Source: an optimization exercise on an open RTL-to-GDS flow (aim: small area and a short achievable clock period). Production flows keep margins and buffers that such runs may drop. Where RTL was checked, it was by simulation tests only, not by an equivalence proof against the original.

## lab4_2
module lab4_2( 
              input wire      mode,
              input wire[2:0] opCode,
              input wire[3:0] value,
              input clk,
              input reset,
              output reg[9:0] result,
              output reg cacheFull,
              output reg invalidOp,
              output reg overflow);
	reg [9:0] p1;
	reg [4:1] p1_one;
	reg [4:0] p1_two;
	wire [11:0] re = {1'b0, result, 1'b0};
	wire [4:1] r_one;
	wire [4:0] r_two;
	genvar d;
	generate
		for (d = 0; d < 5; d = d + 1) begin : enc
			if (d > 0) assign r_one[d] = re[2*d+1] ^ re[2*d];
			assign r_two[d] = (re[2*d+2] & ~re[2*d+1] & ~re[2*d]) | (~re[2*d+2] & re[2*d+1] & re[2*d]);
		end
	endgenerate
	reg [5:0] j;
	reg       w;
	reg [5:0] size;
	reg [3:0] offset;
	reg [2:0] ops  [0:31];
	reg [3:0] vals [0:31];
	reg [2:0] op;
	reg [3:0] v;
	reg       is_setr;	 
	wire in_ok   = ~(opCode[1] & opCode[0]);
	wire load_ok = ~mode & in_ok & ~size[5];
	wire [31:0] dec = 32'd1 << size[4:0];
	wire [31:0] wen;
	l42_wen wdec (.ld(load_ok), .dec(dec), .en(wen));
	genvar e;
	generate
		for (e = 0; e < 32; e = e + 1) begin : wr
			always @(posedge clk) begin
				if (wen[e]) begin
					ops[e]  <= opCode;
					vals[e] <= value;
				end
			end
		end
	endgenerate
	wire is_add2 = ~op[2] & op[0];
	wire is_fma  = ~op[2] & op[1];
	wire [11:0] sadd = {2'b00, result} + (is_add2 ? {2'b00, p1} : 12'd0) + {8'd0, v};
	wire [10:0] fp, fc;
	l42_mac mac (.a(result), .b(p1), .e_one(p1_one), .e_two(p1_two), .v(v), .p(fp), .c(fc));
	reg big;
	integer m;
	always @(*) begin
		big = 1'b0;
		for (m = 1; m < 10; m = m + 1)
			big = big | ((|(result >> m)) & (|(p1 >> (10 - m))));
	end
	wire [2:0] pc_lo, pc_hi;
	l42_pc5 pcl (.x(result[4:0]), .n(pc_lo));
	l42_pc5 pch (.x(result[9:5]), .n(pc_hi));
	wire [3:0] popc = pc_lo + pc_hi;
	wire [9:0] brev = {result[0], result[1], result[2], result[3], result[4],
	                   result[5], result[6], result[7], result[8], result[9]};
	wire       fsel = mode & is_fma;
  ...
For scale: about 1100 cells after synthesis, roughly 280 flip-flops, ~23 I/O pins, about 0.015 sq mm of cells after synthesis.
==> module lab4_2, before the edit <==
module lab4_2( 
              input wire      mode,
              input wire[2:0] opCode,
              input wire[3:0] value,
              input clk,
              input reset,
              output reg[9:0] result,
              output reg cacheFull,
              output reg invalidOp,
              output reg overflow);
	reg [9:0] p1;
	reg [4:1] p1_one;
	reg [4:0] p1_two;
	wire [11:0] re = {1'b0, result, 1'b0};
	wire [4:1] r_one;
	wire [4:0] r_two;
	genvar d;
	generate
		for (d = 0; d < 5; d = d + 1) begin : enc
			if (d > 0) assign r_one[d] = re[2*d+1] ^ re[2*d];
			assign r_two[d] = (re[2*d+2] & ~re[2*d+1] & ~re[2*d]) | (~re[2*d+2] & re[2*d+1] & re[2*d]);
		end
	endgenerate
	reg [5:0] j;
	reg       w;
	reg [5:0] size;
	reg [3:0] offset;
	reg [2:0] ops  [0:31];
	reg [3:0] vals [0:31];
	reg [2:0] op;
	reg [3:0] v;
	reg       is_setr;	 
	wire in_ok   = ~(opCode[1] & opCode[0]);
	wire load_ok = ~mode & in_ok & ~size[5];
	wire [31:0] dec = 32'd1 << size[4:0];
	wire [31:0] wen;
	l42_wen wdec (.ld(load_ok), .dec(dec), .en(wen));
	genvar e;
	generate
		for (e = 0; e < 32; e = e + 1) begin : wr
			always @(posedge clk) begin
				if (wen[e]) begin
					ops[e]  <= opCode;
					vals[e] <= value;
				end
			end
		end
	endgenerate
	wire is_add2 = ~op[2] & op[0];
	wire is_fma  = ~op[2] & op[1];
	wire [11:0] sadd = {2'b00, result} + (is_add2 ? {2'b00, p1} : 12'd0) + {8'd0, v};
	wire [10:0] fp, fc;
	l42_mac mac (.a(result), .b(p1), .e_one(p1_one), .e_two(p1_two), .v(v), .p(fp), .c(fc));
	reg big;
	integer m;
	always @(*) begin
		big = 1'b0;
		for (m = 1; m < 10; m = m + 1)
			big = big | ((|(result >> m)) & (|(p1 >> (10 - m))));
	end
	wire [2:0] pc_lo, pc_hi;
	l42_pc5 pcl (.x(result[4:0]), .n(pc_lo));
	l42_pc5 pch (.x(result[9:5]), .n(pc_hi));
	wire [3:0] popc = pc_lo + pc_hi;
	wire [9:0] brev = {result[0], result[1], result[2], result[3], result[4],
	                   result[5], result[6], result[7], result[8], result[9]};
	wire       fsel = mode & is_fma;
	wire [9:0] oth_res = (mode & ~is_setr) ? (op[2] ? (op[0] ? brev : {6'd0, popc}) : sadd[9:0]) : result;
	wire       oth_ovf = mode & (is_setr ? overflow : (~op[2] & (sadd[11] | sadd[10])));
	wire [9:0] res_d;
	wire       ovf_d;
	l42_fin fin (.sel(fsel), .p(fp), .c(fc), .big(big), .o_res(oth_res), .o_ovf(oth_ovf), .res(res_d), .ovf(ovf_d));
	wire [3:0] off_new = is_setr ? v : offset;
	wire [5:0] i_new = w ? {2'b00, off_new} : j;
	wire       off_lt = size[5] | ({1'b0, off_new} < size[4:0]);
	wire       j_lt   = size[5] | (j[4:0] < size[4:0]);
	wire       f_valid = w ? off_lt : j_lt;
	wire [223:0] flat;
	generate
		for (e = 0; e < 32; e = e + 1) begin : rd
			assign flat[7*e +: 7] = {ops[e], vals[e]};
		end
	endgenerate
	wire [6:0] rdq;
	l42_rd rdm (.m(flat), .idx(i_new[4:0]), .q(rdq));
	wire [2:0] f_op = f_valid ? rdq[6:4] : 3'b000;
	wire [3:0] f_v  = f_valid ? rdq[3:0] : 4'b0000;
	wire [5:0] j_new = i_new + 6'd1;
	wire [5:0] s_dec = size - 6'd1;
	wire       w_new = w ? ({2'b00, off_new} == s_dec) : (j == s_dec);
	wire [5:0] s_inc = size + 6'd1;
	always @(posedge clk or posedge reset) begin
		if (reset) begin
			result <= 10'd0; overflow <= 1'b0;
		end else begin
			result <= res_d;
			overflow <= ovf_d;
		end
	end
	always @(posedge clk or posedge reset) begin
		if (reset) begin
			p1 <= 10'd0; p1_one <= 4'd0; p1_two <= 5'd0; j <= 6'd1; w <= 1'b0; size <= 6'd0; offset <= 4'd0;
			cacheFull <= 1'b0; invalidOp <= 1'b0;
			op <= 3'b000; v <= 4'b0000; is_setr <= 1'b0;
		end else if (~mode) begin
			invalidOp <= ~in_ok;
			if (in_ok) begin
				if (size[5]) cacheFull <= 1'b1;
				else begin
					size <= s_inc;
					w <= (j == s_inc);
				end
			end
			if (load_ok && j[4:0] == s_inc[4:0]) begin
				op <= opCode;
				v <= value;
				is_setr <= opCode[2] & opCode[1];
			end
		end else begin
			invalidOp <= 1'b0;
			offset <= off_new;
			j <= j_new;
			w <= w_new;
			op <= f_op;
			v <= f_v;
			is_setr <= f_op[2] & f_op[1];
			if (!is_setr) begin
				p1 <= result;
				p1_one <= r_one;
				p1_two <= r_two;
			end
		end
	end
endmodule
==> module l42_wen, before the edit <==
module l42_wen(input wire ld, input wire [31:0] dec, output wire [31:0] en);
	assign en = dec & {32{ld}};
endmodule
Settings: LEC_CHECK=0, CAP_MARGIN=20, CORE_MARGIN=2, CORE_UTILIZATION=40, CTS_BUF_LIST=sky130_fd_sc_hd__clkbuf_16, CTS_CLUSTER_DIAMETER=100, CTS_CLUSTER_SIZE=22, SETUP_SLACK_MARGIN=4.4, SLEW_MARGIN=20, SYNTH_HIERARCHICAL=1, SYNTH_MINIMUM_KEEP_SIZE=0; clock period 8.0 ns.
run.sh (not shown) runs the stock make flow with config.mk's settings and CLKGATE_MAP_FILE= SYNTH_SCRIPT=/design/flow/synth_recipe.tcl, a recipe that flattens the netlist after the stock synthesis.
Change:
--- a/flow/design.v
+++ b/flow/design.v
@@ -32,11 +32,10 @@
 	reg [3:0] v;
 	reg       is_setr;	 
 	wire in_ok   = ~(opCode[1] & opCode[0]);
 	wire load_ok = ~mode & in_ok & ~size[5];
-	wire [31:0] dec = 32'd1 << size[4:0];
 	wire [31:0] wen;
-	l42_wen wdec (.ld(load_ok), .dec(dec), .en(wen));
+	l42_wen wdec (.ld(load_ok), .sz(size[4:0]), .en(wen));
 	genvar e;
 	generate
 		for (e = 0; e < 32; e = e + 1) begin : wr
 			always @(posedge clk) begin
@@ -132,10 +131,20 @@
 			end
 		end
 	end
 endmodule
-module l42_wen(input wire ld, input wire [31:0] dec, output wire [31:0] en);
-	assign en = dec & {32{ld}};
+module l42_wen(input wire ld, input wire [4:0] sz, output wire [31:0] en);
+	wire [3:0] grp = 4'd1 << sz[4:3];
+	wire [7:0] low = 8'd1 << sz[2:0];
+	wire [3:0] lg;
+	l42_and4 ga (.a(grp), .b(ld), .y(lg));
+	l42_and32 gb (.a({{8{lg[3]}}, {8{lg[2]}}, {8{lg[1]}}, {8{lg[0]}}}), .b({4{low}}), .y(en));
+endmodule
+module l42_and4(input wire [3:0] a, input wire b, output wire [3:0] y);
+	assign y = a & {4{b}};
+endmodule
+module l42_and32(input wire [31:0] a, input wire [31:0] b, output wire [31:0] y);
+	assign y = a & b;
 endmodule
 module l42_rd(input wire [223:0] m, input wire [4:0] idx, output wire [6:0] q);
 	genvar b, g;
 	generate
Effect: Count of clock-buffer cells in the layout does not change. Wire length falls by about 5%. Cell area hardly moves. First-iteration DRC count falls by 3.7%. Fmax rises by about 0.6%. Cell count falls by about 0.65%. Worst setup slack gains 0.023 ns.
Only the layout flow was run in the first run of this note; the RTL was not checked for function there.

========
P:
lab4_2, a different RTL version from the one above (not shown whole).
Size: roughly 1000 cells after synthesis, ~280 flip-flops, ~23 I/O pins, about 0.015 mm^2 of cells after synthesis.
==> module lab4_2, before the edit <==
module lab4_2( 
              input wire      mode,
              input wire[2:0] opCode,
              input wire[3:0] value,
              input clk,
              input reset,
              output reg[9:0] result,
              output reg cacheFull,
              output reg invalidOp,
              output reg overflow);
	reg [9:0] p1;
	reg [4:1] p1_one;
	reg [4:0] p1_two;
	wire [11:0] re = {1'b0, result, 1'b0};
	wire [4:1] r_one;
	wire [4:0] r_two;
	genvar d;
	generate
		for (d = 0; d < 5; d = d + 1) begin : enc
			if (d > 0) assign r_one[d] = re[2*d+1] ^ re[2*d];
			assign r_two[d] = (re[2*d+2] & ~re[2*d+1] & ~re[2*d]) | (~re[2*d+2] & re[2*d+1] & re[2*d]);
		end
	endgenerate
	reg [5:0] j;
	reg       w;
	reg [5:0] size;
	reg [3:0] offset;
	reg [2:0] ops  [0:31];
	reg [3:0] vals [0:31];
	reg [2:0] op;
	reg [3:0] v;
	reg       is_setr;	 
	wire in_ok   = ~(opCode[1] & opCode[0]);
	wire load_ok = ~mode & in_ok & ~size[5];
	wire [31:0] wen;
	l42_wen wdec (.ld(load_ok), .sz(size[4:0]), .en(wen));
	genvar e;
	generate
		for (e = 0; e < 32; e = e + 1) begin : wr
			always @(posedge clk) begin
				if (wen[e]) begin
					ops[e]  <= opCode;
					vals[e] <= value;
				end
			end
		end
	endgenerate
	wire is_add2 = ~op[2] & op[0];
	wire is_fma  = ~op[2] & op[1];
	wire [11:0] sadd = {2'b00, result} + (is_add2 ? {2'b00, p1} : 12'd0) + {8'd0, v};
	wire [10:0] tf;
	l42_mac mac (.a(result), .b(p1), .e_one(p1_one), .e_two(p1_two), .v(v), .t(tf));
	reg big;
	integer m;
	always @(*) begin
		big = 1'b0;
		for (m = 1; m < 10; m = m + 1)
			big = big | ((|(result >> m)) & (|(p1 >> (10 - m))));
	end
	wire [2:0] pc_lo, pc_hi;
	l42_pc5 pcl (.x(result[4:0]), .n(pc_lo));
	l42_pc5 pch (.x(result[9:5]), .n(pc_hi));
	wire [3:0] popc = pc_lo + pc_hi;
	wire [9:0] brev = {result[0], result[1], result[2], result[3], result[4],
	                   result[5], result[6], result[7], result[8], result[9]};
	wire       fsel = mode & is_fma;
	wire [9:0] oth_res = (mode & ~is_setr) ? (op[2] ? (op[0] ? brev : {6'd0, popc}) : sadd[9:0]) : result;
	wire       oth_ovf = mode & (is_setr ? overflow : (~op[2] & (sadd[11] | sadd[10])));
	wire [9:0] res_d;
	wire       ovf_d;
	l42_fin fin (.sel(fsel), .t(tf), .big(big), .o_res(oth_res), .o_ovf(oth_ovf), .res(res_d), .ovf(ovf_d));
	wire [3:0] off_new = is_setr ? v : offset;
	wire [5:0] i_new = w ? {2'b00, off_new} : j;
	wire       off_lt = size[5] | ({1'b0, off_new} < size[4:0]);
	wire       j_lt   = size[5] | (j[4:0] < size[4:0]);
	wire       f_valid = w ? off_lt : j_lt;
	wire [223:0] flat;
	generate
		for (e = 0; e < 32; e = e + 1) begin : rd
			assign flat[7*e +: 7] = {ops[e], vals[e]};
		end
	endgenerate
	wire [6:0] rdq;
	l42_rd rdm (.m(flat), .idx(i_new[4:0]), .q(rdq));
	wire [2:0] f_op = f_valid ? rdq[6:4] : 3'b000;
	wire [3:0] f_v  = f_valid ? rdq[3:0] : 4'b0000;
	wire [5:0] j_new = i_new + 6'd1;
	wire       w_new = w ? ({2'b00, off_new} + 6'd1 == size) : (j + 6'd1 == size);
	wire [5:0] s_inc = size + 6'd1;
	always @(posedge clk or posedge reset) begin
		if (reset) begin
			result <= 10'd0; overflow <= 1'b0;
		end else begin
			result <= res_d;
			overflow <= ovf_d;
		end
	end
	always @(posedge clk or posedge reset) begin
		if (reset) begin
			p1 <= 10'd0; p1_one <= 4'd0; p1_two <= 5'd0; j <= 6'd1; w <= 1'b0; size <= 6'd0; offset <= 4'd0;
			cacheFull <= 1'b0; invalidOp <= 1'b0;
			op <= 3'b000; v <= 4'b0000; is_setr <= 1'b0;
		end else if (~mode) begin
			invalidOp <= ~in_ok;
			if (in_ok) begin
				if (size[5]) cacheFull <= 1'b1;
				else begin
					size <= s_inc;
					w <= (j == s_inc);
				end
			end
			if (load_ok && j[4:0] == s_inc[4:0]) begin
				op <= opCode;
				v <= value;
				is_setr <= opCode[2] & opCode[1];
			end
		end else begin
			invalidOp <= 1'b0;
			offset <= off_new;
			j <= j_new;
			w <= w_new;
			op <= f_op;
			v <= f_v;
			is_setr <= f_op[2] & f_op[1];
			if (!is_setr) begin
				p1 <= result;
				p1_one <= r_one;
				p1_two <= r_two;
			end
		end
	end
endmodule
==> module l42_wen, before the edit <==
module l42_wen(input wire ld, input wire [4:0] sz, output wire [31:0] en);
	wire [3:0] grp = 4'd1 << sz[4:3];
	wire [7:0] low = 8'd1 << sz[2:0];
	wire [3:0] lg;
	l42_and4 ga (.a(grp), .b(ld), .y(lg));
	genvar k;
	generate
		for (k = 0; k < 32; k = k + 1) begin : en_k
			assign en[k] = lg[k / 8] & low[k % 8];
		end
	endgenerate
endmodule
==> module l42_and4, before the edit <==
module l42_and4(input wire [3:0] a, input wire b, output wire [3:0] y);
	assign y = a & {4{b}};
endmodule
Settings: LEC_CHECK=0, CAP_MARGIN=20, CORE_MARGIN=2, CORE_UTILIZATION=40, CTS_BUF_LIST=sky130_fd_sc_hd__clkbuf_16, CTS_CLUSTER_DIAMETER=100, CTS_CLUSTER_SIZE=22, SETUP_SLACK_MARGIN=4.0, SLEW_MARGIN=20, SYNTH_HIERARCHICAL=1, SYNTH_MINIMUM_KEEP_SIZE=0; clock period 8.0 ns.
Inputs modified between P and Q:
-- flow/design.v --
<<< P, line 34
	wire in_ok   = ~(opCode[1] & opCode[0]);
	wire load_ok = ~mode & in_ok & ~size[5];
	wire [31:0] wen;
	l42_wen wdec (.ld(load_ok), .sz(size[4:0]), .en(wen));
	genvar e;
	generate
>>> Q, line 34
	wire in_ok   = ~(opCode[1] & opCode[0]);
	wire load_ok = ~mode & in_ok & ~size[5];
	wire [31:0] dec = 32'd1 << size[4:0];
	wire [31:0] wen;
	l42_wen wdec (.ld(load_ok), .dec(dec), .en(wen));
	genvar e;
	generate
<<< P, line 87
	wire [3:0] f_v  = f_valid ? rdq[3:0] : 4'b0000;
	wire [5:0] j_new = i_new + 6'd1;
	wire       w_new = w ? ({2'b00, off_new} + 6'd1 == size) : (j + 6'd1 == size);
	wire [5:0] s_inc = size + 6'd1;
	always @(posedge clk or posedge reset) begin
>>> Q, line 88
	wire [3:0] f_v  = f_valid ? rdq[3:0] : 4'b0000;
	wire [5:0] j_new = i_new + 6'd1;
	wire [5:0] s_dec = size - 6'd1;
	wire       w_new = w ? ({2'b00, off_new} == s_dec) : (j == s_dec);
	wire [5:0] s_inc = size + 6'd1;
	always @(posedge clk or posedge reset) begin
<<< P, line 132
	end
endmodule
module l42_wen(input wire ld, input wire [4:0] sz, output wire [31:0] en);
	wire [3:0] grp = 4'd1 << sz[4:3];
	wire [7:0] low = 8'd1 << sz[2:0];
	wire [3:0] lg;
	l42_and4 ga (.a(grp), .b(ld), .y(lg));
	genvar k;
	generate
		for (k = 0; k < 32; k = k + 1) begin : en_k
			assign en[k] = lg[k / 8] & low[k % 8];
		end
	endgenerate
endmodule
module l42_and4(input wire [3:0] a, input wire b, output wire [3:0] y);
	assign y = a & {4{b}};
endmodule
module l42_rd(input wire [223:0] m, input wire [4:0] idx, output wire [6:0] q);
>>> Q, line 134
	end
endmodule
module l42_wen(input wire ld, input wire [31:0] dec, output wire [31:0] en);
	assign en = dec & {32{ld}};
endmodule
module l42_rd(input wire [223:0] m, input wire [4:0] idx, output wire [6:0] q);
Notes after the runs:
~same share of the yosys chip area belonging to registers in Q and P. Of Q and P, the run reporting the lower wire length on met1 was P. Any difference in die extent in y between Q and P is small enough to ignore. Delta (Q minus P): final critical delay including setup and external delays moved up; wire length on met3 moved up. Higher share of synthesized area spent on multiplexers was reported by P, not Q.
No run of this note included a check of the RTL's function; only the layout flow was run.

port drivers added, routing unchanged:
The flow's constraints put no driver on any port. The routed layouts listed below were extracted and timed again, unchanged, in two steps. Step 1 (the two cells are an assumption about what drives the block):
set clk [get_ports {clk}]
set_driving_cell -lib_cell sky130_fd_sc_hd__clkbuf_16 $clk
set_driving_cell -lib_cell sky130_fd_sc_hd__buf_2 [delete_from_list [all_inputs] $clk]
Step 2 moves the port delays by t, midway between the first and last clock arrival at a register: inputs arrive t later, outputs are due t later. That takes back most of the time a late clock gives input paths. a / b / c = ideal ports / drivers / drivers and shift; a / b = the first two.
run | shift t [ns] | slack for setup (ns) | worst setup path after step 2 | cell pins on the clock port's net
the first run of note 1 | 0.560 | 4.347 / 4.377 / 3.816 | input to register | 1
the second run of note 1 | 0.550 | 4.369 / 4.369 / 4.024 | input to register | 1
P | 0.540 | 4.088 / 4.088 / 3.661 | input to register | 1
Q | 0.542 | 4.079 / 4.079 / 3.645 | input to register | 1
After both steps setup and hold are still met in every run listed. For the first run of note 1, which loses most, drivers alone change the setup slack by +0.030 ns; drivers and shift together by -0.531 ns.
